Context: an optimization exercise on an open-source flow, tuned for small area and a short achievable clock period. The choices shown serve that exercise and are no tape-out recipe. No run shown here included a check of the RTL's function; only the layout flow was run. No activity file was given, so power comes from the tool's default toggle rates.

<file path="flow/flow/run.sh">
#!/bin/bash
# The standard layout (the standard.sh, unchanged synthesis), except that
# the port buffers are plain buffers and the clock-delay buffer cells are not
# used anywhere. The make output goes to standard.log; ORFS keeps each step's
# log under orfs/logs/.
set -uo pipefail
export BUFFER_PORTS_ARGS="-buffer_cell sky130_fd_sc_hd__buf_2"
export DONT_USE_CELLS="sky130_fd_sc_hd__clkdlybuf4s15_1 sky130_fd_sc_hd__clkdlybuf4s15_2 sky130_fd_sc_hd__clkdlybuf4s18_1 sky130_fd_sc_hd__clkdlybuf4s18_2 sky130_fd_sc_hd__clkdlybuf4s25_1 sky130_fd_sc_hd__clkdlybuf4s25_2 sky130_fd_sc_hd__clkdlybuf4s50_1 sky130_fd_sc_hd__clkdlybuf4s50_2"
bash standard.sh > standard.log 2>&1
</file>
<file path="flow/config.mk">
export PLATFORM = sky130hd
export DESIGN_NAME = mac_demo
export DESIGN_NICKNAME = mac_demo
export VERILOG_FILES = /design/flow/design.v
export SDC_FILE = /design/flow/constraint.sdc
export NUM_CORES = 4
export LEC_CHECK = 0
export ABC_AREA = 1
export CAP_MARGIN = 20
export CORE_MARGIN = 2
export CORE_UTILIZATION = 40
export CTS_BUF_LIST = sky130_fd_sc_hd__clkbuf_4 sky130_fd_sc_hd__clkbuf_8
export SETUP_SLACK_MARGIN = 2.5
export SLEW_MARGIN = 20
export SYNTH_HIERARCHICAL = 1
export SYNTH_MINIMUM_KEEP_SIZE = 0
</file>
<file path="flow/design.v">
module multiplier  #(parameter width = 16)
   ( input    signed  [width-1 : 0] multiplicand,
     input    signed  [width-1 : 0] multiplier,   
     output   signed  [2 * width - 1 : 0] product
   ) ;
   assign  product = multiplicand * multiplier ;
endmodule
module  adder  #(parameter width = 32)  
		( input   signed [width-1 : 0] a ,
		  input   signed [width-1 : 0] b , 
		  output  signed [width-1 : 0] sum
		) ;
    assign   sum = a + b ;
endmodule
module accumulator #(parameter width = 32) 
	(input    clk,
     	 input    ena,
         input    reset,
         input	  signed [width - 1 : 0] acc_in,
   	 output   reg signed [width - 1 : 0] acc_out
	) ;
   always @(posedge clk) begin
      if (reset)  acc_out <= 0 ;
      else if (ena) acc_out <= acc_in ;
   end
endmodule
module mac_demo(input clk, input reset, input ena,
                input signed [15:0] k, input signed [15:0] x,
                output signed [31:0] acc_out);
  reg [31:0] rs, rc;
  wire [31:0] ag = rs & rc, ap = rs ^ rc;
  wire pg1 = ag[1] | (ap[1] & ag[0]);
  wire pp_1 = ap[1] & ap[0];
  wire pg2 = ag[3] | (ap[3] & ag[2]);
  wire pp_2 = ap[3] & ap[2];
  wire pg3 = ag[5] | (ap[5] & ag[4]);
  wire pp_3 = ap[5] & ap[4];
  wire pg4 = ag[7] | (ap[7] & ag[6]);
  wire pp_4 = ap[7] & ap[6];
  wire pg5 = ag[9] | (ap[9] & ag[8]);
  wire pp_5 = ap[9] & ap[8];
  wire pg6 = ag[11] | (ap[11] & ag[10]);
  wire pp_6 = ap[11] & ap[10];
  wire pg7 = ag[13] | (ap[13] & ag[12]);
  wire pp_7 = ap[13] & ap[12];
  wire pg8 = ag[15] | (ap[15] & ag[14]);
  wire pp_8 = ap[15] & ap[14];
  wire pg9 = ag[17] | (ap[17] & ag[16]);
  wire pp_9 = ap[17] & ap[16];
  wire pg10 = ag[19] | (ap[19] & ag[18]);
  wire pp_10 = ap[19] & ap[18];
  wire pg11 = ag[21] | (ap[21] & ag[20]);
  wire pp_11 = ap[21] & ap[20];
  wire pg12 = ag[23] | (ap[23] & ag[22]);
  wire pp_12 = ap[23] & ap[22];
  wire pg13 = ag[25] | (ap[25] & ag[24]);
  wire pp_13 = ap[25] & ap[24];
  wire pg14 = ag[27] | (ap[27] & ag[26]);
  wire pp_14 = ap[27] & ap[26];
  wire pg15 = ag[29] | (ap[29] & ag[28]);
  wire pp_15 = ap[29] & ap[28];
  wire pg16 = ag[31] | (ap[31] & ag[30]);
  wire pp_16 = ap[31] & ap[30];
  wire pg17 = pg2 | (pp_2 & pg1);
  wire pp_17 = pp_2 & pp_1;
  wire pg18 = pg4 | (pp_4 & pg3);
  wire pp_18 = pp_4 & pp_3;
  wire pg19 = pg6 | (pp_6 & pg5);
  wire pp_19 = pp_6 & pp_5;
  wire pg20 = pg8 | (pp_8 & pg7);
  wire pp_20 = pp_8 & pp_7;
  wire pg21 = pg10 | (pp_10 & pg9);
  wire pp_21 = pp_10 & pp_9;
  wire pg22 = pg12 | (pp_12 & pg11);
  wire pp_22 = pp_12 & pp_11;
  wire pg23 = pg14 | (pp_14 & pg13);
  wire pp_23 = pp_14 & pp_13;
  wire pg24 = pg16 | (pp_16 & pg15);
  wire pp_24 = pp_16 & pp_15;
  wire pg25 = pg18 | (pp_18 & pg17);
  wire pp_25 = pp_18 & pp_17;
  wire pg26 = pg20 | (pp_20 & pg19);
  wire pp_26 = pp_20 & pp_19;
  wire pg27 = pg22 | (pp_22 & pg21);
  wire pp_27 = pp_22 & pp_21;
  wire pg28 = pg24 | (pp_24 & pg23);
  wire pp_28 = pp_24 & pp_23;
  wire pg29 = pg26 | (pp_26 & pg25);
  wire pp_29 = pp_26 & pp_25;
  wire pg30 = pg28 | (pp_28 & pg27);
  wire pp_30 = pp_28 & pp_27;
  wire pg31 = pg30 | (pp_30 & pg29);
  wire pp_31 = pp_30 & pp_29;
  wire pg32 = pg27 | (pp_27 & pg29);
  wire pp_32 = pp_27 & pp_29;
  wire pg33 = pg19 | (pp_19 & pg25);
  wire pp_33 = pp_19 & pp_25;
  wire pg34 = pg21 | (pp_21 & pg29);
  wire pp_34 = pp_21 & pp_29;
  wire pg35 = pg23 | (pp_23 & pg32);
  wire pp_35 = pp_23 & pp_32;
  wire pg36 = pg3 | (pp_3 & pg17);
  wire pp_36 = pp_3 & pp_17;
  wire pg37 = pg5 | (pp_5 & pg25);
  wire pp_37 = pp_5 & pp_25;
  wire pg38 = pg7 | (pp_7 & pg33);
  wire pp_38 = pp_7 & pp_33;
  wire pg39 = pg9 | (pp_9 & pg29);
  wire pp_39 = pp_9 & pp_29;
  wire pg40 = pg11 | (pp_11 & pg34);
  wire pp_40 = pp_11 & pp_34;
  wire pg41 = pg13 | (pp_13 & pg32);
  wire pp_41 = pp_13 & pp_32;
  wire pg42 = pg15 | (pp_15 & pg35);
  wire pp_42 = pp_15 & pp_35;
  wire pg43 = ag[2] | (ap[2] & pg1);
  wire pp_43 = ap[2] & pp_1;
  wire pg44 = ag[4] | (ap[4] & pg17);
  wire pp_44 = ap[4] & pp_17;
  wire pg45 = ag[6] | (ap[6] & pg36);
  wire pp_45 = ap[6] & pp_36;
  wire pg46 = ag[8] | (ap[8] & pg25);
  wire pp_46 = ap[8] & pp_25;
  wire pg47 = ag[10] | (ap[10] & pg37);
  wire pp_47 = ap[10] & pp_37;
  wire pg48 = ag[12] | (ap[12] & pg33);
  wire pp_48 = ap[12] & pp_33;
  wire pg49 = ag[14] | (ap[14] & pg38);
  wire pp_49 = ap[14] & pp_38;
  wire pg50 = ag[16] | (ap[16] & pg29);
  wire pp_50 = ap[16] & pp_29;
  wire pg51 = ag[18] | (ap[18] & pg39);
  wire pp_51 = ap[18] & pp_39;
  wire pg52 = ag[20] | (ap[20] & pg34);
  wire pp_52 = ap[20] & pp_34;
  wire pg53 = ag[22] | (ap[22] & pg40);
  wire pp_53 = ap[22] & pp_40;
  wire pg54 = ag[24] | (ap[24] & pg32);
  wire pp_54 = ap[24] & pp_32;
  wire pg55 = ag[26] | (ap[26] & pg41);
  wire pp_55 = ap[26] & pp_41;
  wire pg56 = ag[28] | (ap[28] & pg35);
  wire pp_56 = ap[28] & pp_35;
  wire pg57 = ag[30] | (ap[30] & pg42);
  wire pp_57 = ap[30] & pp_42;
  assign acc_out = ap ^ {pg57, pg42, pg56, pg35, pg55, pg41, pg54, pg32, pg53, pg40, pg52, pg34, pg51, pg39, pg50, pg29, pg49, pg38, pg48, pg33, pg47, pg37, pg46, pg25, pg45, pg36, pg44, pg17, pg43, pg1, ag[0], 1'b0};
  wire en = ena & ~reset;
  wire [31:0] fb = acc_out & {32{~reset}};
  wire [16:0] xe = {x, 1'b0};
  wire [16:0] ke = {k[15], k};
  wire [17:0] ke2 = {ke, 1'b0};
  wire [7:0] ng, ngb;
  wire b0_one = (xe[1] ^ xe[0]) & en;
  wire b0_two = ((xe[2] & ~xe[1] & ~xe[0]) | (~xe[2] & xe[1] & xe[0])) & en;
  assign ng[0] = xe[2];
  wire [16:0] t0 = ke ~^ {17{ng[0]}};
  wire [16:0] pp0 = ~(({17{b0_one}} & t0) | ({17{b0_two}} & {t0[15:0], ~ng[0]}));
  assign ngb[0] = ng[0] | ~(b0_one | b0_two);
  wire b1_one = (xe[3] ^ xe[2]) & en;
  wire b1_two = ((xe[4] & ~xe[3] & ~xe[2]) | (~xe[4] & xe[3] & xe[2])) & en;
  assign ng[1] = xe[4];
  wire [16:0] t1 = ke ~^ {17{ng[1]}};
  wire [16:0] pp1 = ~(({17{b1_one}} & t1) | ({17{b1_two}} & {t1[15:0], ~ng[1]}));
  assign ngb[1] = ng[1] | ~(b1_one | b1_two);
  wire b2_one = (xe[5] ^ xe[4]) & en;
  wire b2_two = ((xe[6] & ~xe[5] & ~xe[4]) | (~xe[6] & xe[5] & xe[4])) & en;
  assign ng[2] = xe[6];
  wire [16:0] t2 = ke ~^ {17{ng[2]}};
  wire [16:0] pp2 = ~(({17{b2_one}} & t2) | ({17{b2_two}} & {t2[15:0], ~ng[2]}));
  assign ngb[2] = ng[2] | ~(b2_one | b2_two);
  wire b3_one = (xe[7] ^ xe[6]) & en;
  wire b3_two = ((xe[8] & ~xe[7] & ~xe[6]) | (~xe[8] & xe[7] & xe[6])) & en;
  assign ng[3] = xe[8];
  wire [16:0] t3 = ke ~^ {17{ng[3]}};
  wire [16:0] pp3 = ~(({17{b3_one}} & t3) | ({17{b3_two}} & {t3[15:0], ~ng[3]}));
  assign ngb[3] = ng[3] | ~(b3_one | b3_two);
  wire b4_one = (xe[9] ^ xe[8]) & en;
  wire b4_two = ((xe[10] & ~xe[9] & ~xe[8]) | (~xe[10] & xe[9] & xe[8])) & en;
  assign ng[4] = xe[10];
  wire [16:0] t4 = ke ~^ {17{ng[4]}};
  wire [16:0] pp4 = ~(({17{b4_one}} & t4) | ({17{b4_two}} & {t4[15:0], ~ng[4]}));
  assign ngb[4] = ng[4] | ~(b4_one | b4_two);
  wire b5_one = (xe[11] ^ xe[10]) & en;
  wire b5_two = ((xe[12] & ~xe[11] & ~xe[10]) | (~xe[12] & xe[11] & xe[10])) & en;
  assign ng[5] = xe[12];
  wire [16:0] t5 = ke ~^ {17{ng[5]}};
  wire [16:0] pp5 = ~(({17{b5_one}} & t5) | ({17{b5_two}} & {t5[15:0], ~ng[5]}));
  assign ngb[5] = ng[5] | ~(b5_one | b5_two);
  wire b6_one = (xe[13] ^ xe[12]) & en;
  wire b6_two = ((xe[14] & ~xe[13] & ~xe[12]) | (~xe[14] & xe[13] & xe[12])) & en;
  assign ng[6] = xe[14];
  wire [16:0] t6 = ke ~^ {17{ng[6]}};
  wire [16:0] pp6 = ~(({17{b6_one}} & t6) | ({17{b6_two}} & {t6[15:0], ~ng[6]}));
  assign ngb[6] = ng[6] | ~(b6_one | b6_two);
  wire b7_one = (xe[15] ^ xe[14]) & en;
  wire b7_two = ((xe[16] & ~xe[15] & ~xe[14]) | (~xe[16] & xe[15] & xe[14])) & en;
  assign ng[7] = xe[16];
  wire [16:0] t7 = ke ~^ {17{ng[7]}};
  wire [16:0] pp7 = ~(({17{b7_one}} & t7) | ({17{b7_two}} & {t7[15:0], ~ng[7]}));
  assign ngb[7] = ng[7] | ~(b7_one | b7_two);
  wire [4:0] pk;
  assign pk[0] = k[0];
  assign pk[1] = k[1] ^ (ng[7] & |k[0:0]);
  assign pk[2] = k[2] ^ (ng[7] & |k[1:0]);
  assign pk[3] = k[3] ^ (ng[7] & |k[2:0]);
  assign pk[4] = k[4] ^ (ng[7] & |k[3:0]);
  wire [4:0] pe7 = ({5{b7_one}} & pk) | ({5{b7_two}} & {pk[3:0], 1'b0});
  wire c7 = ngb[7] & ~(b7_one & |k[4:0]) & ~(b7_two & |k[3:0]);
  wire fs0, fc0;
  fa u_fa0 (.a(fb[0]), .b(pp0[0]), .c(ngb[0]), .s(fs0), .co(fc0));
  wire fs1, fc1;
  fa u_fa1 (.a(fb[1]), .b(pp0[1]), .c(fc0), .s(fs1), .co(fc1));
  wire fs2, fc2;
  fa u_fa2 (.a(fb[2]), .b(pp0[2]), .c(pp1[0]), .s(fs2), .co(fc2));
  wire fs3, fc3;
  fa u_fa3 (.a(ngb[1]), .b(fs2), .c(fc1), .s(fs3), .co(fc3));
  wire fs4, fc4;
  fa u_fa4 (.a(fb[3]), .b(pp0[3]), .c(pp1[1]), .s(fs4), .co(fc4));
  wire hs0, hc0;
  ha u_ha0 (.a(fc2), .b(fs4), .s(hs0), .co(hc0));
  wire fs5, fc5;
  fa u_fa5 (.a(fb[4]), .b(pp0[4]), .c(pp1[2]), .s(fs5), .co(fc5));
  wire fs6, fc6;
  fa u_fa6 (.a(pp2[0]), .b(ngb[2]), .c(fc4), .s(fs6), .co(fc6));
  wire fs7, fc7;
  fa u_fa7 (.a(fs5), .b(hc0), .c(fs6), .s(fs7), .co(fc7));
  wire fs8, fc8;
  fa u_fa8 (.a(fb[5]), .b(pp0[5]), .c(pp1[3]), .s(fs8), .co(fc8));
  wire fs9, fc9;
  fa u_fa9 (.a(pp2[1]), .b(fc5), .c(fs8), .s(fs9), .co(fc9));
  wire hs1, hc1;
  ha u_ha1 (.a(fc6), .b(fs9), .s(hs1), .co(hc1));
  wire fs10, fc10;
  fa u_fa10 (.a(fb[6]), .b(pp0[6]), .c(pp1[4]), .s(fs10), .co(fc10));
  wire fs11, fc11;
  fa u_fa11 (.a(pp2[2]), .b(pp3[0]), .c(ngb[3]), .s(fs11), .co(fc11));
  wire fs12, fc12;
  fa u_fa12 (.a(fc8), .b(fs10), .c(fs11), .s(fs12), .co(fc12));
  wire hs2, hc2;
  ha u_ha2 (.a(fc9), .b(fs12), .s(hs2), .co(hc2));
  wire fs13, fc13;
  fa u_fa13 (.a(fb[7]), .b(pp0[7]), .c(pp1[5]), .s(fs13), .co(fc13));
  wire fs14, fc14;
  fa u_fa14 (.a(pp2[3]), .b(pp3[1]), .c(fc10), .s(fs14), .co(fc14));
  wire fs15, fc15;
  fa u_fa15 (.a(fc11), .b(fs13), .c(fs14), .s(fs15), .co(fc15));
  wire hs3, hc3;
  ha u_ha3 (.a(fc12), .b(hc2), .s(hs3), .co(hc3));
  wire fs16, fc16;
  fa u_fa16 (.a(fb[8]), .b(pp0[8]), .c(pp1[6]), .s(fs16), .co(fc16));
  wire fs17, fc17;
  fa u_fa17 (.a(pp2[4]), .b(pp3[2]), .c(pp4[0]), .s(fs17), .co(fc17));
  wire hs4, hc4;
  ha u_ha4 (.a(ngb[4]), .b(fc13), .s(hs4), .co(hc4));
  wire fs18, fc18;
  fa u_fa18 (.a(fb[9]), .b(pp0[9]), .c(pp1[7]), .s(fs18), .co(fc18));
  wire hs5, hc5;
  ha u_ha5 (.a(pp2[5]), .b(pp3[3]), .s(hs5), .co(hc5));
  wire fs19, fc19;
  fa u_fa19 (.a(fb[10]), .b(pp0[10]), .c(pp1[8]), .s(fs19), .co(fc19));
  wire fs20, fc20;
  fa u_fa20 (.a(pp2[6]), .b(pp3[4]), .c(pp4[2]), .s(fs20), .co(fc20));
  wire fs21, fc21;
  fa u_fa21 (.a(fb[11]), .b(pp0[11]), .c(pp1[9]), .s(fs21), .co(fc21));
  wire hs6, hc6;
  ha u_ha6 (.a(pp2[7]), .b(pp3[5]), .s(hs6), .co(hc6));
  wire fs22, fc22;
  fa u_fa22 (.a(fb[12]), .b(pp0[12]), .c(pp1[10]), .s(fs22), .co(fc22));
  wire fs23, fc23;
  fa u_fa23 (.a(pp2[8]), .b(pp3[6]), .c(pp4[4]), .s(fs23), .co(fc23));
  wire hs7, hc7;
  ha u_ha7 (.a(pp5[2]), .b(pp6[0]), .s(hs7), .co(hc7));
  wire fs24, fc24;
  fa u_fa24 (.a(fb[13]), .b(pp0[13]), .c(pp1[11]), .s(fs24), .co(fc24));
  wire fs25, fc25;
  fa u_fa25 (.a(pp2[9]), .b(pp3[7]), .c(pp4[5]), .s(fs25), .co(fc25));
  wire hs8, hc8;
  ha u_ha8 (.a(pp5[3]), .b(pp6[1]), .s(hs8), .co(hc8));
  wire fs26, fc26;
  fa u_fa26 (.a(fb[14]), .b(pp0[14]), .c(pp1[12]), .s(fs26), .co(fc26));
  wire fs27, fc27;
  fa u_fa27 (.a(pp2[10]), .b(pp3[8]), .c(pp4[6]), .s(fs27), .co(fc27));
  wire fs28, fc28;
  fa u_fa28 (.a(pp5[4]), .b(pp6[2]), .c(pe7[0]), .s(fs28), .co(fc28));
  wire fs29, fc29;
  fa u_fa29 (.a(fb[15]), .b(pp0[15]), .c(pp1[13]), .s(fs29), .co(fc29));
  wire fs30, fc30;
  fa u_fa30 (.a(pp2[11]), .b(pp3[9]), .c(pp4[7]), .s(fs30), .co(fc30));
  wire fs31, fc31;
  fa u_fa31 (.a(pp5[5]), .b(pp6[3]), .c(pe7[1]), .s(fs31), .co(fc31));
  wire fs32, fc32;
  fa u_fa32 (.a(fb[16]), .b(pp0[16]), .c(pp1[14]), .s(fs32), .co(fc32));
  wire fs33, fc33;
  fa u_fa33 (.a(pp2[12]), .b(pp3[10]), .c(pp4[8]), .s(fs33), .co(fc33));
  wire fs34, fc34;
  fa u_fa34 (.a(pp5[6]), .b(pp6[4]), .c(pe7[2]), .s(fs34), .co(fc34));
  wire fs35, fc35;
  fa u_fa35 (.a(fb[17]), .b(pp0[16]), .c(pp1[15]), .s(fs35), .co(fc35));
  wire fs36, fc36;
  fa u_fa36 (.a(pp2[13]), .b(pp3[11]), .c(pp4[9]), .s(fs36), .co(fc36));
  wire fs37, fc37;
  fa u_fa37 (.a(pp5[7]), .b(pp6[5]), .c(pe7[3]), .s(fs37), .co(fc37));
  wire fs38, fc38;
  fa u_fa38 (.a(fb[18]), .b(~pp0[16]), .c(~pp1[16]), .s(fs38), .co(fc38));
  wire fs39, fc39;
  fa u_fa39 (.a(pp2[14]), .b(pp3[12]), .c(pp4[10]), .s(fs39), .co(fc39));
  wire fs40, fc40;
  fa u_fa40 (.a(pp5[8]), .b(pp6[6]), .c(pe7[4]), .s(fs40), .co(fc40));
  wire fs41, fc41;
  assign fs41 = ~(fb[19] ^ pp2[15]);
  assign fc41 = fb[19] | pp2[15];
  wire fs42, fc42;
  fa u_fa42 (.a(pp3[13]), .b(pp4[11]), .c(pp5[9]), .s(fs42), .co(fc42));
  wire fs43, fc43;
  fa u_fa43 (.a(pp6[7]), .b(pp7[5]), .c(c7), .s(fs43), .co(fc43));
  wire fs44, fc44;
  fa u_fa44 (.a(fb[20]), .b(~pp2[16]), .c(pp3[14]), .s(fs44), .co(fc44));
  wire fs45, fc45;
  fa u_fa45 (.a(pp4[12]), .b(pp5[10]), .c(pp6[8]), .s(fs45), .co(fc45));
  wire fs46, fc46;
  assign fs46 = ~(fb[21] ^ pp3[15]);
  assign fc46 = fb[21] | pp3[15];
  wire hs9, hc9;
  ha u_ha9 (.a(pp4[13]), .b(pp5[11]), .s(hs9), .co(hc9));
  wire fs47, fc47;
  fa u_fa47 (.a(fb[22]), .b(~pp3[16]), .c(pp4[14]), .s(fs47), .co(fc47));
  wire hs10, hc10;
  assign hs10 = ~fb[23];
  assign hc10 = fb[23];
  wire fs48, fc48;
  fa u_fa48 (.a(fs16), .b(fs17), .c(hs4), .s(fs48), .co(fc48));
  wire fs49, fc49;
  fa u_fa49 (.a(pp4[1]), .b(hs5), .c(fc16), .s(fs49), .co(fc49));
  wire hs11, hc11;
  ha u_ha11 (.a(fc17), .b(fs18), .s(hs11), .co(hc11));
  wire fs50, fc50;
  fa u_fa50 (.a(pp5[0]), .b(ngb[5]), .c(hc5), .s(fs50), .co(fc50));
  wire fs51, fc51;
  fa u_fa51 (.a(fc18), .b(fs19), .c(fs20), .s(fs51), .co(fc51));
  wire fs52, fc52;
  fa u_fa52 (.a(pp4[3]), .b(pp5[1]), .c(hs6), .s(fs52), .co(fc52));
  wire fs53, fc53;
  fa u_fa53 (.a(fc19), .b(fc20), .c(fs21), .s(fs53), .co(fc53));
  wire fs54, fc54;
  fa u_fa54 (.a(ngb[6]), .b(hc6), .c(hs7), .s(fs54), .co(fc54));
  wire fs55, fc55;
  fa u_fa55 (.a(fc21), .b(fs22), .c(fs23), .s(fs55), .co(fc55));
  wire fs56, fc56;
  fa u_fa56 (.a(hc7), .b(hs8), .c(fc22), .s(fs56), .co(fc56));
  wire fs57, fc57;
  fa u_fa57 (.a(fc23), .b(fs24), .c(fs25), .s(fs57), .co(fc57));
  wire fs58, fc58;
  fa u_fa58 (.a(hc8), .b(fc24), .c(fc25), .s(fs58), .co(fc58));
  wire fs59, fc59;
  fa u_fa59 (.a(fs26), .b(fs27), .c(fs28), .s(fs59), .co(fc59));
  wire fs60, fc60;
  fa u_fa60 (.a(fc26), .b(fc27), .c(fc28), .s(fs60), .co(fc60));
  wire fs61, fc61;
  fa u_fa61 (.a(fs29), .b(fs30), .c(fs31), .s(fs61), .co(fc61));
  wire fs62, fc62;
  fa u_fa62 (.a(fc29), .b(fc30), .c(fc31), .s(fs62), .co(fc62));
  wire fs63, fc63;
  fa u_fa63 (.a(fs32), .b(fs33), .c(fs34), .s(fs63), .co(fc63));
  wire fs64, fc64;
  fa u_fa64 (.a(fc32), .b(fc33), .c(fc34), .s(fs64), .co(fc64));
  wire fs65, fc65;
  fa u_fa65 (.a(fs35), .b(fs36), .c(fs37), .s(fs65), .co(fc65));
  wire fs66, fc66;
  fa u_fa66 (.a(fc35), .b(fc36), .c(fc37), .s(fs66), .co(fc66));
  wire fs67, fc67;
  fa u_fa67 (.a(fs38), .b(fs39), .c(fs40), .s(fs67), .co(fc67));
  wire fs68, fc68;
  fa u_fa68 (.a(fc38), .b(fc39), .c(fc40), .s(fs68), .co(fc68));
  wire fs69, fc69;
  fa u_fa69 (.a(fs41), .b(fs42), .c(fs43), .s(fs69), .co(fc69));
  wire fs70, fc70;
  fa u_fa70 (.a(pp7[6]), .b(fc41), .c(fc42), .s(fs70), .co(fc70));
  wire fs71, fc71;
  fa u_fa71 (.a(fc43), .b(fs44), .c(fs45), .s(fs71), .co(fc71));
  wire fs72, fc72;
  fa u_fa72 (.a(pp6[9]), .b(pp7[7]), .c(hs9), .s(fs72), .co(fc72));
  wire fs73, fc73;
  fa u_fa73 (.a(fc44), .b(fc45), .c(fs46), .s(fs73), .co(fc73));
  wire fs74, fc74;
  fa u_fa74 (.a(pp5[12]), .b(pp6[10]), .c(pp7[8]), .s(fs74), .co(fc74));
  wire fs75, fc75;
  fa u_fa75 (.a(hc9), .b(fc46), .c(fs47), .s(fs75), .co(fc75));
  wire fs76, fc76;
  fa u_fa76 (.a(hs10), .b(pp4[15]), .c(pp5[13]), .s(fs76), .co(fc76));
  wire fs77, fc77;
  fa u_fa77 (.a(pp6[11]), .b(pp7[9]), .c(fc47), .s(fs77), .co(fc77));
  wire fs78, fc78;
  fa u_fa78 (.a(fb[24]), .b(hc10), .c(~pp4[16]), .s(fs78), .co(fc78));
  wire fs79, fc79;
  fa u_fa79 (.a(pp5[14]), .b(pp6[12]), .c(pp7[10]), .s(fs79), .co(fc79));
  wire fs80, fc80;
  assign fs80 = ~(fb[25] ^ pp5[15]);
  assign fc80 = fb[25] | pp5[15];
  wire hs12, hc12;
  ha u_ha12 (.a(pp6[13]), .b(pp7[11]), .s(hs12), .co(hc12));
  wire fs81, fc81;
  fa u_fa81 (.a(fb[26]), .b(~pp5[16]), .c(pp6[14]), .s(fs81), .co(fc81));
  wire hs13, hc13;
  assign hs13 = ~fb[27];
  assign hc13 = fb[27];
  wire hs14, hc14;
  ha u_ha14 (.a(fc14), .b(fs48), .s(hs14), .co(hc14));
  wire fs82, fc82;
  fa u_fa82 (.a(hc4), .b(hs11), .c(fs49), .s(fs82), .co(fc82));
  wire fs83, fc83;
  fa u_fa83 (.a(fs50), .b(hc11), .c(fc49), .s(fs83), .co(fc83));
  wire fs84, fc84;
  fa u_fa84 (.a(fc50), .b(fs52), .c(fc51), .s(fs84), .co(fc84));
  wire fs85, fc85;
  fa u_fa85 (.a(fc52), .b(fs54), .c(fc53), .s(fs85), .co(fc85));
  wire fs86, fc86;
  fa u_fa86 (.a(fc54), .b(fs56), .c(fc55), .s(fs86), .co(fc86));
  wire fs87, fc87;
  fa u_fa87 (.a(fc56), .b(fs58), .c(fc57), .s(fs87), .co(fc87));
  wire fs88, fc88;
  fa u_fa88 (.a(fc58), .b(fs60), .c(fc59), .s(fs88), .co(fc88));
  wire fs89, fc89;
  fa u_fa89 (.a(fc60), .b(fs62), .c(fc61), .s(fs89), .co(fc89));
  wire fs90, fc90;
  fa u_fa90 (.a(fc62), .b(fs64), .c(fc63), .s(fs90), .co(fc90));
  wire fs91, fc91;
  fa u_fa91 (.a(fc64), .b(fs66), .c(fc65), .s(fs91), .co(fc91));
  wire fs92, fc92;
  fa u_fa92 (.a(fc66), .b(fs68), .c(fc67), .s(fs92), .co(fc92));
  wire fs93, fc93;
  fa u_fa93 (.a(fc68), .b(fs70), .c(fc69), .s(fs93), .co(fc93));
  wire fs94, fc94;
  fa u_fa94 (.a(fs72), .b(fc70), .c(fc71), .s(fs94), .co(fc94));
  wire fs95, fc95;
  fa u_fa95 (.a(fs74), .b(fc72), .c(fc73), .s(fs95), .co(fc95));
  wire fs96, fc96;
  fa u_fa96 (.a(fc74), .b(fs76), .c(fs77), .s(fs96), .co(fc96));
  wire fs97, fc97;
  fa u_fa97 (.a(fc76), .b(fs78), .c(fs79), .s(fs97), .co(fc97));
  wire fs98, fc98;
  fa u_fa98 (.a(hs12), .b(fc78), .c(fc79), .s(fs98), .co(fc98));
  wire fs99, fc99;
  fa u_fa99 (.a(pp7[12]), .b(hc12), .c(fc80), .s(fs99), .co(fc99));
  wire fs100, fc100;
  fa u_fa100 (.a(hs13), .b(pp6[15]), .c(pp7[13]), .s(fs100), .co(fc100));
  wire fs101, fc101;
  fa u_fa101 (.a(fb[28]), .b(hc13), .c(~pp6[16]), .s(fs101), .co(fc101));
  wire hs15, hc15;
  assign hs15 = ~fb[29];
  assign hc15 = fb[29];
  wire hs16, hc16;
  ha u_ha16 (.a(fc15), .b(hc3), .s(hs16), .co(hc16));
  wire fs102, fc102;
  fa u_fa102 (.a(fc48), .b(fs82), .c(hc14), .s(fs102), .co(fc102));
  wire fs103, fc103;
  fa u_fa103 (.a(fs51), .b(fs83), .c(fc82), .s(fs103), .co(fc103));
  wire fs104, fc104;
  fa u_fa104 (.a(fs53), .b(fc83), .c(fs84), .s(fs104), .co(fc104));
  wire fs105, fc105;
  fa u_fa105 (.a(fs55), .b(fc84), .c(fs85), .s(fs105), .co(fc105));
  wire fs106, fc106;
  fa u_fa106 (.a(fs57), .b(fc85), .c(fs86), .s(fs106), .co(fc106));
  wire fs107, fc107;
  fa u_fa107 (.a(fs59), .b(fc86), .c(fs87), .s(fs107), .co(fc107));
  wire fs108, fc108;
  fa u_fa108 (.a(fs61), .b(fc87), .c(fs88), .s(fs108), .co(fc108));
  wire fs109, fc109;
  fa u_fa109 (.a(fs63), .b(fc88), .c(fs89), .s(fs109), .co(fc109));
  wire fs110, fc110;
  fa u_fa110 (.a(fs65), .b(fc89), .c(fs90), .s(fs110), .co(fc110));
  wire fs111, fc111;
  fa u_fa111 (.a(fs67), .b(fc90), .c(fs91), .s(fs111), .co(fc111));
  wire fs112, fc112;
  fa u_fa112 (.a(fs69), .b(fc91), .c(fs92), .s(fs112), .co(fc112));
  wire fs113, fc113;
  fa u_fa113 (.a(fs71), .b(fc92), .c(fs93), .s(fs113), .co(fc113));
  wire fs114, fc114;
  fa u_fa114 (.a(fs73), .b(fc93), .c(fs94), .s(fs114), .co(fc114));
  wire fs115, fc115;
  fa u_fa115 (.a(fs75), .b(fc94), .c(fs95), .s(fs115), .co(fc115));
  wire fs116, fc116;
  fa u_fa116 (.a(fc75), .b(fc95), .c(fs96), .s(fs116), .co(fc116));
  wire fs117, fc117;
  fa u_fa117 (.a(fc77), .b(fs97), .c(fc96), .s(fs117), .co(fc117));
  wire fs118, fc118;
  fa u_fa118 (.a(fs80), .b(fc97), .c(fs98), .s(fs118), .co(fc118));
  wire fs119, fc119;
  fa u_fa119 (.a(fs81), .b(fc98), .c(fs99), .s(fs119), .co(fc119));
  wire fs120, fc120;
  fa u_fa120 (.a(fc81), .b(fs100), .c(fc99), .s(fs120), .co(fc120));
  wire fs121, fc121;
  fa u_fa121 (.a(pp7[14]), .b(fc100), .c(fs101), .s(fs121), .co(fc121));
  wire fs122, fc122;
  fa u_fa122 (.a(hs15), .b(pp7[15]), .c(fc101), .s(fs122), .co(fc122));
  wire fs123, fc123;
  fa u_fa123 (.a(fb[30]), .b(hc15), .c(~pp7[16]), .s(fs123), .co(fc123));
  wire hs17, hc17;
  assign hs17 = ~fb[31];
  assign hc17 = fb[31];
  wire [31:0] ns = {hs17, fs123, fs122, fs121, fs120, fc118, fs118, fs117, fc115, fc114, fc113, fc112, fc111, fc110, fc109, fc108, fc107, fc106, fc105, fc104, fc103, fc102, hc16, hs14, fs15, hc1, fc7, fs7, hs0, fs3, fs1, fs0};
  wire [31:0] nc = {fc123, fc122, fc121, fc120, fc119, fs119, fc117, fc116, fs116, fs115, fs114, fs113, fs112, fs111, fs110, fs109, fs108, fs107, fs106, fs105, fs104, fs103, fs102, hs16, hs3, hs2, hs1, 1'b0, fc3, 1'b0, 1'b0, 1'b0};
  always @(posedge clk) begin
    rs <= ns;
    rc <= nc;
  end
endmodule
module fa(input a, input b, input c, output s, output co);
  assign s = a ^ b ^ c;
  assign co = (a & b) | (a & c) | (b & c);
endmodule
module ha(input a, input b, output s, output co);
  assign s = a ^ b;
  assign co = a & b;
endmodule
</file>
<file path="flow/standard.sh">
#!/bin/bash
# synth_recipe.tcl (not shown) runs the flow's synth.tcl, then flattens the netlist and writes it again
# the make line also repeats each setting of config.mk as NAME=value (left out here)
make -C /OpenROAD-flow-scripts/flow DESIGN_CONFIG=/design/flow/config.mk WORK_HOME=/design/flow/orfs CLKGATE_MAP_FILE= SYNTH_SCRIPT=/design/flow/synth_recipe.tcl "${@:-finish}"
</file>
<file path="flow/constraint.sdc">
create_clock -name core_clock -period 7.0 [get_ports {clk}]
set_input_delay 1.4000 -clock core_clock [delete_from_list [all_inputs] [get_ports {clk}]]
set_output_delay 1.4000 -clock core_clock [all_outputs]
set_load 0.01 [all_outputs]
</file>
==> run notes, run 1 <==
- The finished layout holds 1162 standard cells, fillers aside.
- STA classifies the critical path startpoint as a primary input.
- The proportion of power drawn by flip-flops and latches is around 16%.
- In the synthesized netlist, the number of instances is between 800 and 900.
- Between clock sinks in the finished design, the worst skew comes to 0.01620 ns.
- The count of buffers inserted at the top-level ports is 66.
- The core region is between 20000 and 25000 um2.
- Relative to the synthesized area, the layout overhead comes to 7.300%.
- The flow ran to the end and the layout has no timing, DRC or antenna violations.
- The initial utilization of the core area, before any placement, comes to between 40 and 50%.
- The number of violations of the max-capacitance limit is 0.
- The final cell area excluding filler cells is 8975 um2.
- In this run the mean area of a mapped cell was between 9 and 10 um2.
- The final design utilization is around 44%.
- The post-synthesis compound-gate area fraction is 15.20%.
- The worst setup slack after placement is 2.057 ns.
- The fraction of the cycle the final worst path needs is approximately 62%.
- The type of the setup path with the least slack is primary input to register.
- Of all cell types, the one taking the most synthesized area is sky130_fd_sc_hd__fa_1.
- The net switching share of the total power is 49.06%.
- TritonCTS built the clock tree.
- The mux share of post-synthesis cell area is 0%.
- Setup repair after global routing could not meet its margin everywhere.
- The internal portion of the total power is ~2.1 mW.
- Wires add up to approximately 20 mm.
- The area share of the largest cell type after synthesis is about a third.
- Dividing the detail-routed via count by the number of cells gives 5.179.
- The buffer levels on the longest clock path is 2.
- The top fanout value on the critical path is 20.
- CTS placed an instance of sky130_fd_sc_hd__clkbuf_8 at the clock tree root.
- The dominant combinational cell family by area after synthesis is adder cells.
- The number of cells on the worst reg-to-reg path is 17.
- In this run the static leakage power is around 3.7 nW.
- The number of library cell types mapped by synthesis is 38.
- The count of flip-flops with a built-in enable after synthesis is 0.
- The horizontal die dimension is between 100 and 150 um.
- The number of max-slew violations in the final report was 0.
- Global routing consumed, over all layers together, between 10% and 20% of the routing resources.
- In this run, the number of DRC markers left after iteration 0 of detailed routing was between 300 and 400.
- The net count of the finished layout is 1100.
- The adder-cell share of the synthesized area is 38.65%.
- Sequential elements use 14.36% of the synthesized area.
- The worst register-to-register path begins at rc[7].
- CTS saw 60 sinks.
- The worst pin sits at a relative slew slack of 62.70%.
- The worst supply voltage drop on vdd is ~350 uV.
- The post-synthesis net count is between 1000 and 1500.
- The power density of the placed cells is between 400 and 500 nW/um2.
- The aggregate global routing overflow is 0.
- Among all flip-flop cells after synthesis, the most frequent one is sky130_fd_sc_hd__dfxtp_1.
- In the routed design, unresolved DRC markers number 0.
- The post-synthesis share of cell area spent on xor and xnor gates is 13.82%.
- Counting instances, the worst hold path has a depth of 3.
- The clock network fraction of design power is ~7.5%.
- The total of fill cells in the finished design is 2013.
- The number of global-route vias before repair is ~6500.
- The number of antenna violations at the first check in global routing is 0.
- The count of nets left with antenna violations once routing finished came out at 0.
- The first-pass iteration count of the detailed router is 7.
- The clock-pin slew reported for the worst setup and hold paths after clock tree synthesis is about 0.070 ns.
- The clock latency reported for the late side of the worst-skew pair is between 0.3 and 0.4 ns.
- The net switching power is between 2 and 2.5 mW.
- The share of cells above drive strength 1 is about 15%.
- The average routed wire per standard cell is about 17 um.
- The minimum clock period after layout is ~4.4 ns.
- In the final timing run, aggregate negative setup slack is 0 ns.
- Entering global routing, the biggest net connects 26 pins.
- The setup-violating endpoint count in the final report is 0.
- The critical path arrival is 4.61 ns.
- The combined area of all synthesized cells is around 8400 um2.
- The number of vias in the routed layout is ~6000.
- By area the synthesized netlist is led by sky130_fd_sc_hd__fa_1 (32%), sky130_fd_sc_hd__dfxtp_1 (14%), sky130_fd_sc_hd__xor2_1 (12%).
- During synthesis, Yosys emitted a total of 7 warnings.
- Hold repair after CTS inserted 0 buffers.
- The type of element capturing the critical path is a register.
- The overall die area is approximately 22000 um2.
- The final hold violation count was 0.
- The endpoint of the worst register-to-register path is rc[16].
- After clock tree synthesis, the setup repair step added 0 buffers.
- The post-synthesis async set-or-reset flop share is 0%.
- At the pin with the least slew margin, the transition time is between 0.5 and 0.6 ns.
- The number of rows in the core area is 52.
- The congestion estimate from routability-driven global placement came to between 0.8 and 0.9.
- The clock buffer count from CTS is 9.
- The startpoint of the lowest-slack hold path is rs[31].
- The cell area reported after detailed placement is slightly below 9000 um2.
- The simple-gate area share of the yosys netlist is a little under a tenth.
- 67 I/O pins were placed.
- Synthesis inferred 60 register bits.
- The number of antenna cells inserted is 0.
- The min-delay analysis places its worst path in the category register to register.
- In this run, placement finished with an instance count of roughly 1100.
- The path with the worst hold slack has its endpoint at rs[31].
- The peak clock frequency supported by timing is around 230 MHz.
- The maximum level of the CTS H-tree is 3.
- The final HPWL from detailed placement is ~16 mm.
- Data on the critical path is required at its endpoint by 7.25 ns.
- Once routing completed, OpenROAD measured the worst setup slack at roughly 2.6 ns.
- The wire length of the first global-routing pass is ~34 mm.
- The die height is about 150 um.
- The combinational group share of total power is between 70% and 80%.
- Setup slack on the worst reg-to-reg path comes out at about 2.7 ns.
-- synth_stat cells, types with 8 or more instances --
cell type / number
sky130_fd_sc_hd__fa_1: 134
sky130_fd_sc_hd__xor2_1: 111
sky130_fd_sc_hd__o22a_1: 97
sky130_fd_sc_hd__inv_1: 90
sky130_fd_sc_hd__nand2_1: 80
sky130_fd_sc_hd__nor2_1: 62
sky130_fd_sc_hd__dfxtp_1: 60
sky130_fd_sc_hd__ha_1: 44
sky130_fd_sc_hd__a21oi_1: 24
sky130_fd_sc_hd__buf_2: 23
sky130_fd_sc_hd__xnor2_1: 21
sky130_fd_sc_hd__a22oi_1: 12
sky130_fd_sc_hd__buf_4: 12
sky130_fd_sc_hd__clkbuf_1: 12
sky130_fd_sc_hd__inv_2: 11
sky130_fd_sc_hd__or2_2: 8
-- power groups by stage --
stage,logic (mW),registers [mW],clock network [mW]
2_1_floorplan,2.25,0.627,0
3_3_place_gp,3.12,0.646,0
3_5_place_dp,3.19,0.647,0
4_1_cts,3.23,0.641,0.320
5_1_grt,3.71,0.659,0.329
6_report,3.14,0.640,0.306
-- worst max path at each step --
stage / from / to / slack [ns] / cells after the start
after floorplan: reset / rc[15] / 2.64 / 11
after global placement: x[1] / rc[19] / 2.14 / 11
after detailed placement: x[1] / rc[19] / 2.06 / 11
after CTS: rs[7] / acc_out[31] / 2.48 / 16
after global routing: rs[7] / acc_out[31] / 2.43 / 16
final: x[11] / rc[15] / 2.64 / 9
-- worst max-delay path, cell delays in order --
cell and delay (ns):
sky130_fd_sc_hd__buf_2 0.44, sky130_fd_sc_hd__nand2_1 0.19, sky130_fd_sc_hd__a211oi_2 0.28, sky130_fd_sc_hd__inv_2 0.17, sky130_fd_sc_hd__o22a_1 0.24, sky130_fd_sc_hd__fa_1 0.45, sky130_fd_sc_hd__fa_1 0.48, sky130_fd_sc_hd__fa_1 0.54
sky130_fd_sc_hd__fa_1 0.40
-- modules after synthesis (local to each module, per instance) --
module	cells	area, um2	flip-flops and latches	copies in the design
fa	1	20.02	0	121
ha	1	12.51	0	14
mac_demo	729	5767	60	1
-- final cells by class --
cell class | instances | area [um2] | area share, %
Clock buffer | 12 | 165.2 | 1.840
Inverter | 102 | 387.9 | 4.322
Multi-Input combinational cell | 646 | 6496 | 72.38
Sequential cell | 60 | 1201 | 13.38
Clock inverter | 4 | 22.52 | 0.2509
Timing Repair Buffer | 68 | 364.1 | 4.057
Tap cell | 270 | 337.8 | 3.764
-- repair_timing --
action                                  CTS  global route
gates resized for setup                   3            15
endpoints found under the setup margin    5            28
pin swaps                                 0             2
-- logic make-up (layout without fill, tap and decap cells) --
group / count (synthesis) / count (layout)
AO/OA/AOI/OAI: 160 / 160
buffers and inverters: 158 / 186
AND/OR/NAND/NOR: 176 / 176
XOR/XNOR: 132 / 132
adder cells (fa/ha/maj): 178 / 178
flip-flops: 60 / 60
-- sequential cells by signal, indices dropped and copies added, names as in the netlist --
name  cells
rc       28
rs       32
-- per-layer routing --
metal  part of all wire, %  GRT usage (%)  up-vias
met5                     0              0        -
met4                   2.9          7.048        0
met3                   4.3          3.282       39
met2                    48          33.87      156
met1                    44          25.50     2959
li1                      -              -     2864
-- layout by cell type (no fill, tap or decap), types with 4 or more instances in the layout --
cell and instances:
sky130_fd_sc_hd__inv_1 90, sky130_fd_sc_hd__ha_1 44, sky130_fd_sc_hd__dfxtp_1 60, sky130_fd_sc_hd__nor2_1 60, sky130_fd_sc_hd__a22oi_1 12, sky130_fd_sc_hd__clkbuf_4 5, sky130_fd_sc_hd__xnor2_1 18, sky130_fd_sc_hd__o21ai_0 5
sky130_fd_sc_hd__or2_2 8, sky130_fd_sc_hd__inv_2 11, sky130_fd_sc_hd__o22a_1 97, sky130_fd_sc_hd__nand3_1 4, sky130_fd_sc_hd__clkbuf_8 12, sky130_fd_sc_hd__fa_1 134, sky130_fd_sc_hd__buf_2 60, sky130_fd_sc_hd__nor2_2 6
sky130_fd_sc_hd__a21oi_1 22, sky130_fd_sc_hd__o22ai_1 7, sky130_fd_sc_hd__nand2_1 80, sky130_fd_sc_hd__xor2_1 111
-- per-stage QoR --
stage / power, mW / hold WS [ns]
2_1_floorplan: 2.877 / 0.6347
3_3_place_gp: 3.769 / 0.6410
3_5_place_dp: 3.836 / 0.6366
4_1_cts: 4.192 / 0.6678
5_1_grt: 4.695 / 0.7471
6_report: 4.087 / 0.6854
==> run 2: changes to the inputs <==
--- a/flow/config.mk
+++ b/flow/config.mk
@@ -10,7 +10,7 @@
 export CORE_MARGIN = 2
 export CORE_UTILIZATION = 40
 export CTS_BUF_LIST = sky130_fd_sc_hd__clkbuf_4 sky130_fd_sc_hd__clkbuf_8
-export SETUP_SLACK_MARGIN = 2.5
+export SETUP_SLACK_MARGIN = 2.7
 export SLEW_MARGIN = 20
 export SYNTH_HIERARCHICAL = 1
 export SYNTH_MINIMUM_KEEP_SIZE = 0
==> run notes, run 2 <==
- The final weighted congestion in routability-driven placement was 0.8837 (+0.74%).
- The number of violations of the max-capacitance limit is 0 (unchanged).
- The TritonCTS sink count was 60 (unchanged).
- The count of routing violations after the opening detailed-route iteration was 361 (-8.8%).
- The number of antenna cells inserted was 0 (unchanged).
- The per-instance average area after synthesis came to 9.681 um2 (unchanged).
- The critical path's largest stage delay is 0.51 ns (-0.03 ns).
- The total routed wire length on the met1 layer was 9.030 mm (+0.29%).
- Yosys attributes the largest share of cell area to sky130_fd_sc_hd__fa_1 (32%), sky130_fd_sc_hd__dfxtp_1 (14%), sky130_fd_sc_hd__xor2_1 (12%).
- The flow ran to the end and the layout has no timing, DRC or antenna violations.
- The number of vias in the routed layout is 6090 (+1.2%).
- The final cell count without fillers is 1166 (+0.34%).
- The clock latency reported for the late side of the worst-skew pair was 0.37 ns (about the same).
- The final hold violation count is 0 (unchanged).
- The I/O pin count is 67 (unchanged).
- The type of the setup path with the least slack is primary input to register.
- The count of warnings emitted by yosys was 7 (unchanged).
- The transition at the pin with the smallest max-transition slack is 0.4490 ns (-0.1105 ns).
- The count of buffers inserted at the top-level ports was 66 (unchanged).
- The highest metal layer with signal wires is met4.
- Walking the worst path, the cells encountered are buf_2, inv_8, nand2_8, nor3_4, buf_6, nor2_1, or2_4, inv_1, fa_1, fa_1, fa_1, fa_1.
- The worst supply voltage drop on vdd is 337.2 uV (-3.1%).
- In the final layout, the registers with the most flip-flops are rs (32), rc (28).
- The post-synthesis async set-or-reset flop share came to 0% (unchanged).
- The path class of the tightest hold or removal check is register to register.
- The share of cells above drive strength 1 is 19.31% (+4.4 points).
- Counting flops per register, the top entry is rs.
- The die height was 148.6 um (unchanged).
- The leakage power of the design is 3.723 nW (+1.3%).
- The post-detailed-route DRC marker count is 0 (unchanged).
- The overall die area is 22080 um2 (unchanged).
- The post-synthesis net count is 1077 (unchanged).
- The average routed wire per standard cell is 17.84 um (+2.1%).
- The clock skew after layout was 0.01662 ns (+0.0004230 ns).
- The aggregate global routing overflow came to 0 (unchanged).
- The tightest hold margin was 0.6449 ns (-0.04055 ns).
- The net switching power is 2.047 mW (+2.1%).
- The number of antenna violations at the first check in global routing is 0 (unchanged).
- The critical path arrival was 4.45 ns (-0.16 ns).
- The starting density of the core is 41.07% (unchanged).
- The summed negative setup slack over all endpoints is 0 ns (unchanged).
- The first-pass iteration count of the detailed router was 5 (-2).
- The power density of the placed cells was 456.4 nW/um2 (+0.21%).
- The clock network fraction of design power came to 7.1% (-0.4 points).
- The most common cell in the netlist is sky130_fd_sc_hd__fa_1.
- The top cell types in the final layout, fill and taps aside, are sky130_fd_sc_hd__fa_1 (122), sky130_fd_sc_hd__xor2_1 (111), sky130_fd_sc_hd__o22a_1 (97).
- The combinational group share of total power is 77.3% (+0.4 points).
- The remaining max-slew budget at the tightest pin is 69.75% (+7.1 points).
- The type of element capturing the critical path is a register.
- The slowest stage of the critical path is the sky130_fd_sc_hd__fa_1 cell.
- The combined buffer and inverter count along the critical path is 4 (+2).
- The CTS tree is yes.
- The number of library cell types mapped by synthesis is 38 (unchanged).
- The combined area of all synthesized cells came to 8364 um2 (unchanged).
- The tree is rooted in a sky130_fd_sc_hd__clkbuf_8.
- The most frequent standard cell in the layout excluding fill and tap cells is sky130_fd_sc_hd__fa_1.
- The horizontal die dimension is 148.6 um (unchanged).
- The final HPWL from detailed placement is 16.59 mm (+0.69%).
- The setup-violating endpoint count in the final report is 0 (unchanged).
- The clock-pin slew reported for the worst setup and hold paths after clock tree synthesis is 0.08 ns (about the same).
- The number of instances in the synthesized netlist is 864 (unchanged).
- The area of the core is 20360 um2 (unchanged).
- The post-cts hold buffer count came to 0 (unchanged).
- The number of max-slew violations in the final report came to 0 (unchanged).
- Setup repair after global routing could not meet its margin everywhere.
- The internal power consumption came to 2.152 mW (+3.4%).
- The total wire length after detailed routing is 20.80 mm (+2.4%).
- The proportion of power drawn by flip-flops and latches came to 15.7% (about the same).
- The count of flip-flops with a built-in enable after synthesis is 0 (unchanged).
- The flip-flop count of the largest register, all copies and words added is 32 (unchanged).
- The maximum number of pins on one net before global-route repair came to 26 (unchanged).
- The length of routed met2 wiring is 10.32 mm (+4.8%).
- Summed over all instances, the cell type with the most area after synthesis is sky130_fd_sc_hd__fa_1.
- The register bit count reported by yosys is 60 (unchanged).
- The area share of the largest cell type after synthesis is 32.07% (unchanged).
- The number of placed instances with taps included is 1146 (unchanged).
- The minimum clock period after layout is 4.213 ns (-0.1461 ns).
- The detailed-routed wire length on met3 came to 1.090 mm (+25%).
- The clock buffer count from CTS is 9 (unchanged).
- The buffer levels on the longest clock path is 2 (unchanged).
- The worst setup path is launched from a primary input.
- The total global routing track utilization is 20.16% (+0.33 points).
- The layout net count is 1104 (+0.36%).
- The top fanout value on the critical path is 9 (-55%).
- The post-synthesis sequential area ratio is 14.36% (unchanged).
- The most frequent cell on the critical path is sky130_fd_sc_hd__fa_1.
- The dominant register cell in the synthesized netlist is sky130_fd_sc_hd__dfxtp_1.
- The number of antenna-violating nets in the routed design came to 0 (unchanged).
- The fraction of the cycle the final worst path needs is 60.18% (-2.1 points).
- The family with the most delay on the worst path is adder cells.
- The average via count per standard cell was 5.223 (+0.85%).
- The maximum level of the CTS H-tree is 3 (unchanged).
- The post-synthesis to final-layout area growth is 9.992%.
- The net switching share of the total power came to 48.75% (-0.31 points).
- The peak clock frequency supported by timing is 237.4 MHz (+3.5%).
- Counting instances in the post-synthesis netlist gives the leading cell types as sky130_fd_sc_hd__fa_1 (134), sky130_fd_sc_hd__xor2_1 (111), sky130_fd_sc_hd__o22a_1 (97), sky130_fd_sc_hd__inv_1 (90), sky130_fd_sc_hd__nand2_1 (80).
- The wire length of the first global-routing pass was 33.95 mm (+1.2%).
- The number of global-route vias before repair is 6411 (-0.93%).
- The number of rows in the core area was 52 (unchanged).
- The critical path data required time is 7.24 ns (about the same).
-- run 2: changes by cell type in the layout (fill, tap and decap cells not counted), moves of 6 or more --
cell                      previous run  this run
sky130_fd_sc_hd__fa_1              134       122
sky130_fd_sc_hd__fa_2                0        12
sky130_fd_sc_hd__nand2_1            80        72
sky130_fd_sc_hd__buf_6               1         7
sky130_fd_sc_hd__ha_1               44        38
sky130_fd_sc_hd__ha_4                0         6
sky130_fd_sc_hd__nand2_2             3         9
-- run 2: power groups by stage --
stage	sequential, mW	clock (mW)	combinational [mW]
floorplan	0.627	0	2.26
global placement	0.646	0	3.13
detailed placement	0.646	0	3.20
CTS	0.640	0.311	3.26
global route	0.675	0.322	3.81
finish	0.658	0.297	3.24
-- run 2: kinds of logic after synthesis --
logic type | synth area share [%]
adders and majority gates | 38.65
buffers and inverters | 8.691
AOI/OAI and AO/OA | 15.20
DFF | 14.36
and+or+nand+nor | 9.274
xor gates and xnor gates | 13.82
-- run 2: routing by layer --
metal	GRT usage, %	vias up
met5	0	-
met4	5.571	0
met3	2.914	21
met2	34.40	160
met1	26.87	3033
li1	-	2876
-- run 2: stage by stage --
step                power [mW]  utilization (%)  cell area [um2]  setup slack [ns]
detailed placement       3.848            43.07             8771             2.093
global placement         3.776            43.07             8771             2.176
finish                   4.199            45.18             9200             2.787
global route             4.808            45.18             9200             2.691
floorplan                2.888                -             8431             2.690
CTS                      4.214            44.24             9010             2.682
-- run 2: layout make-up --
type	count	area (um2)
clock inverter	2	10.01
fill	1988	11160
timing repair buffer	71	411.6
tap	270	337.8
inverter	102	392.9
multi-input combinational	647	6678
clock buffer	14	167.7
sequential	60	1202
-- run 2: per-module statistics from Yosys, one instance, submodules excluded --
module    copies in the design  area [um2]  cells
ha                          14       12.51      1
mac_demo                     1        5767    729
fa                         121       20.02      1
-- run 2: worst reg2reg max path: stages, from the launching register on --
cell	delay (ns)
sky130_fd_sc_hd__dfxtp_1	0.33
sky130_fd_sc_hd__ha_4	0.27
sky130_fd_sc_hd__nand2_1	0.05
sky130_fd_sc_hd__nor2_1	0.10
sky130_fd_sc_hd__nand2_1	0.07
sky130_fd_sc_hd__nand2_2	0.11
sky130_fd_sc_hd__inv_1	0.09
sky130_fd_sc_hd__nor2_1	0.09
sky130_fd_sc_hd__nor2_1	0.07
sky130_fd_sc_hd__nor2_1	0.09
sky130_fd_sc_hd__nor2_1	0.06
sky130_fd_sc_hd__fa_1	0.37
sky130_fd_sc_hd__or2_2	0.30
sky130_fd_sc_hd__a21oi_2	0.21
sky130_fd_sc_hd__fa_1	0.45
sky130_fd_sc_hd__fa_2	0.40
sky130_fd_sc_hd__fa_1	0.50
sky130_fd_sc_hd__fa_1	0.41
-- run 2: what timing repair did --
item | CTS | global route
setup buffers | 0 | 2
pin swaps | 1 | 14
endpoints found under the setup margin | 28 | 32
resized for setup | 15 | 35
gates cloned | 0 | 2
-- run 2: final timing paths --
check             slack, ns  depth (start not counted)  endpoint  startpoint
setup / recovery       2.79                         12    rc[19]       reset
setup reg to reg       2.91                         17    rc[16]       rc[5]
hold reg to reg        0.64                          3    rs[31]      rc[31]
hold / removal         0.64                          3    rs[31]      rc[31]
==> run 3: changes to the inputs <==
--- a/flow/flow/run.sh
+++ b/flow/flow/run.sh
@@ -4,6 +4,6 @@
 # used anywhere. The make output goes to standard.log; ORFS keeps each step's
 # log under orfs/logs/.
 set -uo pipefail
-export BUFFER_PORTS_ARGS="-buffer_cell sky130_fd_sc_hd__buf_2"
+export BUFFER_PORTS_ARGS="-buffer_cell sky130_fd_sc_hd__buf_1"
 export DONT_USE_CELLS="sky130_fd_sc_hd__clkdlybuf4s15_1 sky130_fd_sc_hd__clkdlybuf4s15_2 sky130_fd_sc_hd__clkdlybuf4s18_1 sky130_fd_sc_hd__clkdlybuf4s18_2 sky130_fd_sc_hd__clkdlybuf4s25_1 sky130_fd_sc_hd__clkdlybuf4s25_2 sky130_fd_sc_hd__clkdlybuf4s50_1 sky130_fd_sc_hd__clkdlybuf4s50_2"
 bash standard.sh > standard.log 2>&1
==> run notes, run 3 <==
- The flow ran to the end and the layout has no timing, DRC or antenna violations.
- The cell area reported after detailed placement is 8741 um2 (-0.34%).
- The horizontal die dimension was 148.6 um (unchanged).
- The average via count per standard cell is 5.175 (-0.93%).
- The layout net count is 1119 (+1.4%).
- The area share of the largest cell type after synthesis is 32.07% (unchanged).
- The TritonCTS sink count came to 60 (unchanged).
- The clock buffer count from CTS is 9 (unchanged).
- The transition at the pin with the smallest max-transition slack is 0.8580 ns (+0.4090 ns).
- The average routed wire per standard cell is 17.82 um (-0.14%).
- The setup-violating endpoint count in the final report is 0 (unchanged).
- The count of buffers inserted at the top-level ports came to 66 (unchanged).
- The post-detailed-route DRC marker count is 0 (unchanged).
- The total wire length after detailed routing is 21.02 mm (+1.1%).
- The number of max-slew violations in the final report is 0 (unchanged).
- The leakage power of the design is 3.681 nW (-1.1%).
- The maximum number of pins on one net before global-route repair is 26 (unchanged).
- The clock latency reported for the late side of the worst-skew pair is 0.38 ns (about the same).
- The register bit count reported by yosys is 60 (unchanged).
- The number of violations of the max-capacitance limit came to 0 (unchanged).
- The I/O pin count is 67 (unchanged).
- Setup repair after global routing left no endpoint under its margin.
- The signal on the critical path passes through buf_1, xor2_1, o22a_1, fa_1, fa_1, fa_1, fa_1.
- The final design utilization was 45.87% (+0.69 points).
- The count of flip-flops with a built-in enable after synthesis is 0 (unchanged).
- The worst setup path is launched from a primary input.
- The slowest library cell on the worst path is sky130_fd_sc_hd__buf_1.
- The post-synthesis net count is 1077 (unchanged).
- The number of antenna-violating nets in the routed design was 0 (unchanged).
- The post-cts hold buffer count came to 0 (unchanged).
- Sorting the synthesized cells by how often they occur yields sky130_fd_sc_hd__fa_1 (134), sky130_fd_sc_hd__xor2_1 (111), sky130_fd_sc_hd__o22a_1 (97), sky130_fd_sc_hd__inv_1 (90), sky130_fd_sc_hd__nand2_1 (80).
- The type of the setup path with the least slack is primary input to register.
- The largest registers in the layout are rs (32), rc (28).
- The count of routing violations after the opening detailed-route iteration is 315 (-13%).
- The number of instances in the synthesized netlist is 864 (unchanged).
- The first-pass iteration count of the detailed router is 4 (-1).
- The top cell types in the final layout, fill and taps aside, are sky130_fd_sc_hd__fa_1 (121), sky130_fd_sc_hd__xor2_1 (111), sky130_fd_sc_hd__o22a_1 (97).
- The final weighted congestion in routability-driven placement came to 0.8081 (-8.6%).
- rs holds more flip-flops than any other register.
- The top fanout value on the critical path came to 9 (unchanged).
- Relative to the synthesized area, the layout overhead comes to 11.68%.
- The final hold violation count is 0 (unchanged).
- The final HPWL from detailed placement is 16.67 mm (+0.49%).
- The number of antenna cells inserted was 0 (unchanged).
- The number of vias in the routed layout came to 6106 (+0.26%).
- The tree is rooted in a sky130_fd_sc_hd__clkbuf_8.
- The cell type with the largest total area after synthesis is sky130_fd_sc_hd__fa_1.
- The most common cell in the netlist is sky130_fd_sc_hd__fa_1.
- The buffer levels on the longest clock path is 2 (unchanged).
- The tightest min-delay check is of the register to register type.
- The post-synthesis sequential area ratio came to 14.36% (unchanged).
- The total global routing track utilization is 20.51% (+0.35 points).
- The fraction of the cycle the final worst path needs is 60.23% (about the same).
- The overall die area was 22080 um2 (unchanged).
- The number of library cell types mapped by synthesis is 38 (unchanged).
- The post-synthesis async set-or-reset flop share is 0% (unchanged).
- The clock skew after layout is 0.01221 ns (-0.004408 ns).
- The share of cells above drive strength 1 is 13.96% (-5.4 points).
- The peak clock frequency supported by timing is 237.2 MHz (about the same).
- The wire length of the first global-routing pass is 34.73 mm (+2.3%).
- The combined area of all synthesized cells is 8364 um2 (unchanged).
- The number of global-route vias before repair came to 6652 (+3.8%).
- The CTS tree is yes.
- The worst supply voltage drop on vdd was 394.3 uV (+17%).
- The flip-flop count of the largest register, all copies and words added came to 32 (unchanged).
- The critical path data required time is 7.25 ns (about the same).
- The aggregate global routing overflow came to 0 (unchanged).
- The number of rows in the core area was 52 (unchanged).
- The die height came to 148.6 um (unchanged).
- The clock-pin slew reported for the worst setup and hold paths after clock tree synthesis was 0.07 ns (about the same).
- The summed negative setup slack over all endpoints is 0 ns (unchanged).
- The power density of the placed cells is 451.6 nW/um2 (-1.1%).
- The family with the most delay on the worst path is adder cells.
- The critical path's largest stage delay is 0.62 ns (+0.11 ns).
- The area of the core is 20360 um2 (unchanged).
- The per-instance average area after synthesis was 9.681 um2 (unchanged).
- The number of antenna violations at the first check in global routing is 0 (unchanged).
- Counting stages on the worst path, the most repeated cell is sky130_fd_sc_hd__fa_1.
- The minimum clock period after layout came to 4.216 ns (+0.003580 ns).
- The dominant register cell in the synthesized netlist is sky130_fd_sc_hd__dfxtp_1.
- In the post-synthesis netlist, the biggest area contributors are sky130_fd_sc_hd__fa_1 (32%), sky130_fd_sc_hd__dfxtp_1 (14%), sky130_fd_sc_hd__xor2_1 (12%).
- The remaining max-slew budget at the tightest pin came to 42.80% (-27 points).
- The count of warnings emitted by yosys is 7 (unchanged).
- The critical path arrival is 4.47 ns (+0.02 ns).
- The starting density of the core is 41.07% (unchanged).
- The combined buffer and inverter count along the critical path is 1 (-3).
- The maximum level of the CTS H-tree is 3 (unchanged).
- The worst setup path is captured at a register.
- The final cell area excluding filler cells is 9341 um2 (+1.5%).
- The most frequent standard cell in the layout excluding fill and tap cells is sky130_fd_sc_hd__fa_1.
- The total of fill cells in the finished design came to 1990 (+0.10%).
==> run 3: cell counts after synthesis <==
Identical to the previous run, type by type.
==> run 3: path summary, 6_finish.rpt <==
path	from	to	slack, ns	cells past startpoint
setup reg to reg	rs[5]	rc[16]	2.88	17
hold / removal	rs[31]	rs[31]	0.64	3
setup / recovery	k[5]	rc[16]	2.78	7
hold reg to reg	rs[31]	rs[31]	0.64	3
==> run 3: per-module statistics from Yosys (local to each module, per instance) <==
module | cell area, um2 | cells | flops+latches
mac_demo | 5767 | 729 | 60
ha | 12.51 | 1 | 0
fa | 20.02 | 1 | 0
==> run 3: cells by family after synthesis <==
kind of cell,count (synthesis),synth area share [%]
adders and majority gates,178,38.65
and+or+nand+nor,176,9.274
AOI/OAI and AO/OA,160,15.20
buffers and inverters,158,8.691
xor gates and xnor gates,132,13.82
DFF,60,14.36
==> run 3: final cells by class <==
cell class              count  area, um2  area share (%)
inverters                 102      416.7           4.460
repair buffers             86      509.2           5.451
well taps                 270      337.8           3.616
clock inverters             4      72.57          0.7769
flip-flops and latches     60       1201           12.86
multi-input cells         647       6653           71.22
clock buffers              11      151.4           1.621
==> run 3: power by group <==
group          leakage, nW  internal (mW)  total [mW]  switching (mW)
registers            0.504          0.567       0.653          0.0859
logic                 3.07           1.36        3.20            1.84
clock network        0.111          0.217       0.367           0.150
==> run 3: metrics by stage <==
stage               setup WS, ns  hold WS [ns]  std cells  total power, mW
floorplan                  2.690        0.6352        864            2.888
global placement           2.042        0.5993       1153            3.685
detailed placement         2.045        0.6121       1153            3.788
CTS                        2.675        0.6591       1168            4.222
global route               2.683        0.6966       1180            4.851
finish                     2.784        0.6433       1180            4.218
==> run 3: worst min-delay path, cell delays in order, from the launching register on <==
cell and delay, ns:
sky130_fd_sc_hd__dfxtp_1 0.33, sky130_fd_sc_hd__xnor2_1 0.16, sky130_fd_sc_hd__xnor2_2 0.08, sky130_fd_sc_hd__nand2_1 0.05
==> run 3: timing repair <==
action,4_1_cts,5_1_grt
pin swaps,1,13
resized for setup,17,53
gates cloned,0,3
setup endpoints to repair,27,33
setup buffers,0,9
==> run 3: routing by layer <==
| metal | global-route usage (%) | wire length, um | up-vias | part of all wire (%) |
|---|---|---|---|---|
| li1 | - | - | 2910 | - |
| met1 | 26.42 | 9148 | 3036 | 44 |
| met2 | 35.30 | 10520 | 134 | 50 |
| met3 | 4.356 | 972 | 26 | 4.6 |
| met4 | 5.143 | 384 | 0 | 1.8 |
| met5 | 0 | 0 | - | 0 |

[separate check: timing with driven ports]
How much do the figures lean on ideal ports? The routed layouts below were timed once more, with nothing changed but the port constraints. Step 1 assumes that a clkbuf_16 drives the clock port and a buf_2 every other input. Step 2 moves the port delays by t, midway between the first and last clock arrival at a register: inputs arrive t later, outputs are due t later. That takes back most of the time a late clock gives input paths. Slacks: ideal ports / drivers / drivers and shift; pairs: ideal ports / drivers.
| run | t, ns | setup slack, ns | hold slack, ns | worst register clock-pin slew, ns |
|---|---|---|---|---|
| run 1 | 0.405 | 2.641 / 2.647 / 2.252 | 0.685 / 0.685 / 0.685 | 0.08 / 0.08 |
| run 2 | 0.402 | 2.787 / 2.806 / 2.404 | 0.645 / 0.645 / 0.645 | 0.08 / 0.08 |
| run 3 | 0.415 | 2.784 / 2.798 / 2.383 | 0.643 / 0.643 / 0.643 | 0.08 / 0.08 |
After both steps setup and hold are still met in every run listed. For run 3, which loses most, drivers alone change the setup slack by +0.014 ns; drivers and shift together by -0.401 ns.
